What follows belongs to an exercise in optimizing a design on an open flow for small area; a production flow would make more cautious choices. Only simulation tests tie the RTL to the original design; equivalence was not proved. Power is estimated from default activity; no workload was simulated.

`design/flow/design.v`:
```
module spimaster (
    input wire clk,
    input wire rst_n,
    input wire start,
    input wire [15:0] data_in,
    input wire [7:0] clk_div,
    output reg busy,
    output reg spi_cs_n,
    output reg spi_sclk,
    output reg spi_mosi
);
    localparam IDLE       = 2'b00;
    localparam TRANSFER   = 2'b01;
    localparam FINISH     = 2'b10;
    reg [1:0] state;
    reg [1:0] next_state;
    reg [15:0] shift_reg;
    reg [4:0] bit_count;       
    reg [7:0] clk_count;
    reg sclk_enable;
    reg sclk_internal;
    reg sclk_prev;             
    always @(posedge clk or negedge rst_n) begin
        if (!rst_n) begin
            clk_count <= 8'h0;
            sclk_internal <= 1'b0;
        end else if (sclk_enable) begin
            if (clk_count >= clk_div) begin
                clk_count <= 8'h0;
                sclk_internal <= ~sclk_internal;
            end else begin
                clk_count <= clk_count + 1'b1;
            end
        end else begin
            clk_count <= 8'h0;
            sclk_internal <= 1'b0;
        end
    end
    always @(posedge clk or negedge rst_n) begin
        if (!rst_n) begin
            state <= IDLE;
        end else begin
            state <= next_state;
        end
    end
    always @(*) begin
        next_state = state;
        case (state)
            IDLE: begin
                if (start) begin
                    next_state = TRANSFER;
                end
            end
            TRANSFER: begin
                if (bit_count == 5'd16 && sclk_internal == 1'b0 && clk_count == 8'h0) begin
                    next_state = FINISH;
                end
            end
            FINISH: begin
                next_state = IDLE;
            end
            default: begin
                next_state = IDLE;
            end
        endcase
    end
    always @(posedge clk or negedge rst_n) begin
        if (!rst_n) begin
            shift_reg <= 16'h0;
            bit_count <= 5'd0;
            busy <= 1'b0;
            spi_cs_n <= 1'b1;
            spi_sclk <= 1'b0;
            spi_mosi <= 1'b0;
            sclk_enable <= 1'b0;
            sclk_prev <= 1'b0;
        end else begin
            sclk_prev <= sclk_internal;
            case (state)
                IDLE: begin
                    busy <= 1'b0;
                    spi_cs_n <= 1'b1;
                    spi_sclk <= 1'b0;
                    spi_mosi <= 1'b0;
                    sclk_enable <= 1'b0;
                    bit_count <= 5'd0;
                    sclk_prev <= 1'b0;
                    if (start) begin
                        shift_reg <= data_in;
                        busy <= 1'b1;
                        spi_cs_n <= 1'b0;   
                    end
                end
                TRANSFER: begin
                    busy <= 1'b1;
                    spi_cs_n <= 1'b0;
                    sclk_enable <= 1'b1;
                    spi_sclk <= sclk_internal;
                    if (bit_count == 5'd0) begin
                        spi_mosi <= shift_reg[15];
                        shift_reg <= {shift_reg[14:0], 1'b0};
                        bit_count <= bit_count + 1'b1;
                    end
                    else if (sclk_prev == 1'b1 && sclk_internal == 1'b0) begin
                        if (bit_count < 5'd16) begin
                            spi_mosi <= shift_reg[15];
                            shift_reg <= {shift_reg[14:0], 1'b0};
                            bit_count <= bit_count + 1'b1;
                        end
                    end
                end
                FINISH: begin
                    busy <= 1'b0;
                    spi_cs_n <= 1'b1;   
                    spi_sclk <= 1'b0;
                    spi_mosi <= 1'b0;
                    sclk_enable <= 1'b0;
                    bit_count <= 5'd0;
                end
                default: begin
                    busy <= 1'b0;
                    spi_cs_n <= 1'b1;
                    spi_sclk <= 1'b0;
                    spi_mosi <= 1'b0;
                    sclk_enable <= 1'b0;
                    bit_count <= 5'd0;
                end
            endcase
        end
    end
endmodule
module spimaster_top (
    input wire clk,               
    input wire rst_btn,           
    input wire [1:0] mode_sw,     
    input wire start_btn,         
    input wire [3:0] clk_div_sw,  
    input wire [7:0] data_sw,     
    output wire led_busy,         
    output wire [1:0] led_mode,   
    output wire spi_cs_n,         
    output wire spi_sclk,         
    output wire spi_mosi          
);
    reg [19:0] debounce_counter;
    reg start_btn_sync, start_btn_prev;
    reg rst_btn_sync;
    wire start_pulse;
    wire rst_n;
    reg spi_start;
    reg [15:0] spi_data;
    wire spi_busy;
    reg [15:0] pattern_data;
    reg [23:0] auto_counter;      
    reg [11:0] ramp_value;        
    reg [7:0] sine_index;         
    always @(posedge clk) begin
        rst_btn_sync <= rst_btn;
    end
    assign rst_n = rst_btn_sync;
    always @(posedge clk or negedge rst_n) begin
        if (!rst_n) begin
            start_btn_sync <= 1'b0;
            start_btn_prev <= 1'b0;
            debounce_counter <= 20'd0;
        end else begin
            start_btn_prev <= start_btn_sync;
            if (start_btn != start_btn_sync) begin
                if (debounce_counter < 20'd999999) begin   
                    debounce_counter <= debounce_counter + 1'b1;
                end else begin
                    start_btn_sync <= start_btn;
                    debounce_counter <= 20'd0;
                end
            end else begin
                debounce_counter <= 20'd0;
            end
        end
    end
    assign start_pulse = (start_btn_sync && !start_btn_prev);
    always @(posedge clk or negedge rst_n) begin
        if (!rst_n) begin
            auto_counter <= 24'd0;
        end else if (mode_sw != 2'b00) begin   
            if (auto_counter >= 24'd8388607) begin   
                auto_counter <= 24'd0;
            end else begin
                auto_counter <= auto_counter + 1'b1;
            end
        end else begin
            auto_counter <= 24'd0;
        end
    end
    always @(posedge clk or negedge rst_n) begin
        if (!rst_n) begin
            ramp_value <= 12'd0;
        end else if (mode_sw == 2'b10 && auto_counter == 24'd0 && !spi_busy) begin
            ramp_value <= ramp_value + 12'd64;   
        end
    end
    always @(posedge clk or negedge rst_n) begin
        if (!rst_n) begin
            sine_index <= 8'd0;
        end else if (mode_sw == 2'b11 && auto_counter == 24'd0 && !spi_busy) begin
            sine_index <= sine_index + 8'd4;   
        end
    end
    function [11:0] sine_lookup;
        input [7:0] index;
        reg [5:0] table_index;
        begin
            table_index = index[7:2];   
            case (table_index)
                6'd0:  sine_lookup = 12'd2048;   
                6'd1:  sine_lookup = 12'd2448;
                6'd2:  sine_lookup = 12'd2831;
                6'd3:  sine_lookup = 12'd3185;
                6'd4:  sine_lookup = 12'd3495;
                6'd5:  sine_lookup = 12'd3750;
                6'd6:  sine_lookup = 12'd3939;
                6'd7:  sine_lookup = 12'd4056;
                6'd8:  sine_lookup = 12'd4095;   
                6'd9:  sine_lookup = 12'd4056;
                6'd10: sine_lookup = 12'd3939;
                6'd11: sine_lookup = 12'd3750;
                6'd12: sine_lookup = 12'd3495;
                6'd13: sine_lookup = 12'd3185;
                6'd14: sine_lookup = 12'd2831;
                6'd15: sine_lookup = 12'd2448;
                6'd16: sine_lookup = 12'd2048;   
                6'd17: sine_lookup = 12'd1648;
                6'd18: sine_lookup = 12'd1265;
                6'd19: sine_lookup = 12'd911;
                6'd20: sine_lookup = 12'd601;
                6'd21: sine_lookup = 12'd346;
                6'd22: sine_lookup = 12'd157;
                6'd23: sine_lookup = 12'd40;
                6'd24: sine_lookup = 12'd0;      
                6'd25: sine_lookup = 12'd40;
                6'd26: sine_lookup = 12'd157;
                6'd27: sine_lookup = 12'd346;
                6'd28: sine_lookup = 12'd601;
                6'd29: sine_lookup = 12'd911;
                6'd30: sine_lookup = 12'd1265;
                6'd31: sine_lookup = 12'd1648;
                default: sine_lookup = 12'd2048;   
            endcase
        end
    endfunction
    always @(*) begin
        case (mode_sw)
            2'b00: begin
                pattern_data = {8'h30, data_sw};   
            end
            2'b01: begin
                case (auto_counter[23:21])
                    3'd0: pattern_data = 16'h3000;   
                    3'd1: pattern_data = 16'h37FF;   
                    3'd2: pattern_data = 16'h3FFF;   
                    3'd3: pattern_data = 16'h3AAA;   
                    3'd4: pattern_data = 16'h3555;   
                    3'd5: pattern_data = 16'h3F0F;   
                    3'd6: pattern_data = 16'h30F0;   
                    3'd7: pattern_data = 16'h3FFF;   
                endcase
            end
            2'b10: begin
                pattern_data = {4'h3, ramp_value};   
            end
            2'b11: begin
                pattern_data = {4'h3, sine_lookup(sine_index)};
            end
            default: begin
                pattern_data = 16'h0000;
            end
        endcase
    end
    localparam CTRL_IDLE = 2'b00;
    localparam CTRL_START = 2'b01;
    localparam CTRL_WAIT = 2'b10;
    reg [1:0] ctrl_state;
    always @(posedge clk or negedge rst_n) begin
        if (!rst_n) begin
            ctrl_state <= CTRL_IDLE;
            spi_start <= 1'b0;
            spi_data <= 16'h0000;
        end else begin
            case (ctrl_state)
                CTRL_IDLE: begin
                    spi_start <= 1'b0;
                    if ((mode_sw == 2'b00 && start_pulse) ||
                        (mode_sw != 2'b00 && auto_counter == 24'd0 && !spi_busy)) begin
                        spi_data <= pattern_data;
                        ctrl_state <= CTRL_START;
                    end
                end
                CTRL_START: begin
                    spi_start <= 1'b1;
                    ctrl_state <= CTRL_WAIT;
                end
                CTRL_WAIT: begin
                    spi_start <= 1'b0;
                    if (!spi_busy) begin
                        ctrl_state <= CTRL_IDLE;
                    end
                end
                default: begin
                    ctrl_state <= CTRL_IDLE;
                    spi_start <= 1'b0;
                end
            endcase
        end
    end
    spimaster spi_inst (
        .clk(clk),
        .rst_n(rst_n),
        .start(spi_start),
        .data_in(spi_data),
        .clk_div({4'b0000, clk_div_sw}),   
        .busy(spi_busy),
        .spi_cs_n(spi_cs_n),
        .spi_sclk(spi_sclk),
        .spi_mosi(spi_mosi)
    );
    assign led_busy = spi_busy;
    assign led_mode = mode_sw;
endmodule
```
`design/flow/run.sh`:
```
#!/bin/bash
# synth_recipe.tcl (not shown) runs the flow's synth.tcl, then flattens the netlist and writes it again
# the make line also repeats each setting of config.mk as NAME=value (left out here)
make -C /OpenROAD-flow-scripts/flow DESIGN_CONFIG=/design/flow/config.mk WORK_HOME=/design/flow/orfs CLKGATE_MAP_FILE= SYNTH_SCRIPT=/design/flow/synth_recipe.tcl finish
```
`design/flow/config.mk`:
```
export PLATFORM = sky130hd
export DESIGN_NAME = spimaster_top
export DESIGN_NICKNAME = spimaster_top
export VERILOG_FILES = /design/flow/design.v
export SDC_FILE = /design/flow/constraint.sdc
export NUM_CORES = 4
export LEC_CHECK = 0
export CAP_MARGIN = 20
export CORE_MARGIN = 2
export CORE_UTILIZATION = 40
export SLEW_MARGIN = 20
```
`design/flow/constraint.sdc`:
```
create_clock -name core_clock -period 10.0 [get_ports {clk}]
set_input_delay 2.0000 -clock core_clock [delete_from_list [all_inputs] [get_ports {clk}]]
set_output_delay 2.0000 -clock core_clock [all_outputs]
set_load 0.01 [all_outputs]
```
==> flow_summary.ini <==
[logic_synthesis]
yosysWarnings = 2
syn_inst = 649
ys_types = 79
synth-edff-count = 0
syn_area_um2 = 6270
synth_area_leader_cell = dfrtp_1
ys_ff_latch = 113
ys_async_sr_fraction_pct = 99.1
syn_area_per_cell_um2 = 9.66
synth_top_cell_area_share_pct = 44.3
ys_top_cells_by_area = dfrtp_1 44%, nor2_1 5.2%, ha_1 5.0%, xor2_1 4.2%, xnor2_1 3.5%
yosysSeqAreaShare_pct = 45.0
ys.flop_type = dfrtp_1

[worst_setup_path]
cp_max_fo = 17
crit_top_cell = clkdlybuf4s50_1
critPathBufInv = 2
cp_top_family = buffers and inverters
cpMaxStageDelayCell = clkdlybuf4s50_1
crit_path_end_kind = output pin
crit_chain = clkdlybuf4s50_1 > clkdlybuf4s50_1
cp.arrival_ns = 3.54
path_class = in -> out
crit_required_ns = 8.00
cpPeakStageDelay_ns = 0.87
crit_path_start_kind = primary input

[global_route]
grtUsageMet3_pct = 4.46
grt_pass1_vias = 4445
grt_pass1_wl_mm = 21.8
global_route.usage.met2_pct = 24.4
grt_busiest_layer = met2
track_usage_pct = 16.5
grt_max_degree = 79
met1_usage_pct = 23.2
gr-total-overflow = 0
antenna_found_initial = 0

[placed_design]
place_congestion = 0.869
dp_hpwl_mm = 8.72
placed_cells = 855
port_buffers = 22

[cts]
cts_resized = 0
hold_buffers = 0
root_buffer = clkbuf_16
post-cts-setup-buffers = 0
numCtsBuffers = 17
cts_tree = yes
clock_latency_ns = 0.41
clk_pin_slew_ns = 0.05
clk_path_buf_depth = 2
cts.sink_count = 113
cts_max_level = 4

[drt]
num_vias = 4686
drtAntennaViolNets = 0
routedWlPerCell_um = 14.6
dr.first_iter.drc_count = 385
drc = 0
postRouteWirelength_mm = 12.9
vias_per_cell = 5.28
dr.pass1.iters = 5

[die]
core_um2 = 15300
die-area_um2 = 16700
fp.dieW_um = 129
num_rows = 45
fp.dieH_um = 129
initial_core_util_pct = 41.1
pin_count = 23

[cells_and_area]
fin_util_pct = 47.7
stdcell_count = 888
final_nets = 706
largest_reg_flops = 24
drive_above_1_share_pct = 8.86
area_growth_pct = 16.2
num_antenna_cells = 0

[timing]
finalCritPeriodShare_pct = 55.4
tightest_slew_ns = 1.06
relSlewSlack_pct = 29.6
clock.fmax_mhz = 181
rsz0062_at_grt = no
min_period_ns = 5.54
finalMaxSlewViolations = 0
report.final.hold_viol_count = 0
fin_skew_ns = 0.00657
finalSetupTns_ns = 0
finalSetupViolCount = 0

[pwr]
leakage_uw = 0.00319
power_density_nw_per_um2 = 211
vdd_drop_max_uv = 148

[outcome]
status = complete, no violations

[min_path]
hold_class = reg -> async

[run]
max_cap_viol_count = 0
cells in the mapped netlist (3+ instances only):
cell type	n
buf_2	10
and2_1	5
buf_1	3
a211o_1	4
ha_1	25
buf_4	4
and3_1	9
inv_1	34
nand4_1	16
nand2b_1	13
mux2i_1	7
o31ai_1	3
nor4_4	5
a221oi_1	3
a31oi_1	14
nor4_1	5
xnor2_1	25
clkbuf_1	14
dfrtp_1	111
a32o_1	5
nand3_1	23
a21o_1	8
and4_1	3
nor2_1	87
a211oi_1	5
nor3_1	9
nand2_1	54
o21ai_0	19
nand3b_1	3
xor2_1	30
o211ai_1	4
o2bb2ai_1	4
nor2b_1	7
a21oi_1	21
o2111ai_1	3
o21bai_1	3
per-stage QoR:
step,instance area [µm²],total power (µW),setup slack [ns],hold WS [ns]
final,7290,1540,4.46,0.207
after global routing,7290,1620,4.38,0.256
after CTS,7260,1550,4.46,0.228
after detailed placement,6630,917,4.47,0.223
after global placement,6630,903,4.52,0.217
after floorplan,6280,836,5.88,0.425
cells by family after synthesis:
family	synth area share (%)
AO/OA/AOI/OAI	13.6
XOR/XNOR	7.68
adder cells (fa/ha/maj)	4.99
buffers and inverters	4.63
flip-flops	45.0
multiplexers	2.37
other	0.0598
AND/OR/NAND/NOR	21.6
area by class of cell:
cell class / instances / area, µm²
multi-input combinational: 470 / 3160
tap: 211 / 264
clock inverter: 11 / 153
inverter: 36 / 135
sequential: 113 / 2830
clock buffer: 21 / 470
fill: 1419 / 7970
timing repair buffer: 26 / 270
per-layer routing:
| metal | share of wire [%] | vias to the layer above |
|---|---|---|
| met3 | 3.9 | 15 |
| met2 | 46 | 98 |
| met4 | 1.3 | 0 |
| li1 | - | 2296 |
| met1 | 49 | 2277 |
| met5 | 0 | - |
layout by cell type, fill, tap and decap left out, types with 7 or more instances in the layout:
master	n
a21o_1	8
a21oi_1	21
a31oi_1	14
and3_1	9
clkbuf_16	17
clkdlybuf4s50_1	22
dfrtp_1	110
ha_1	25
inv_1	34
mux2i_1	7
nand2_1	54
nand2b_1	13
nand3_1	23
nand4_1	16
nor2_1	87
nor2b_1	7
nor3_1	9
o21ai_0	19
xnor2_1	25
xor2_1	30
power by group:
group          internal, µW  leakage [µW]  total (µW)  switching, µW
combinational           134       0.00147         297            163
clock                   413      0.000296         625            212
sequential              539       0.00142         614           75.1
total                  1090       0.00319        1540            450
worst paths after layout:
path | start | to | slack (ns) | depth (start not counted)
hold reg to reg | rst_btn_sync | debounce_counter[8] | 0.21 | 0
max in group asynchronous | rst_btn_sync | spi_inst.spi_cs_n | 8.76 | 2
hold / removal | rst_btn_sync | debounce_counter[8] | 0.21 | 0
setup reg to reg | spi_inst.state[1] | spi_inst.shift_reg[15] | 6.96 | 4
setup / recovery | mode_sw[0] | led_mode[0] | 4.46 | 2
min in group core_clock | ctrl_state[0] | ctrl_state[1] | 0.46 | 1

-- afterwards: timing with drivers on the ports --
No port has a modelled driver above. Below, the same layout with a new extraction and two added sets of constraints.
Step 1, drivers: a clkbuf_16 drives clk and a buf_2 each remaining input, both assumed.
Step 2, shift: input delay + t, output delay - t, t = (earliest + latest rising clock arrival at the registers) / 2. This alone moves slack from input paths to output paths.
Three values: ideal, step 1, step 2; two values: the first two.
t, ns: 0.450
slack for setup (ns): 4.463 / 4.439 / 4.439
cell pins on the clock port's net: 1
After both steps this run still meets setup and hold. For this run, drivers alone change the setup slack by -0.024 ns; drivers and shift together by -0.024 ns.
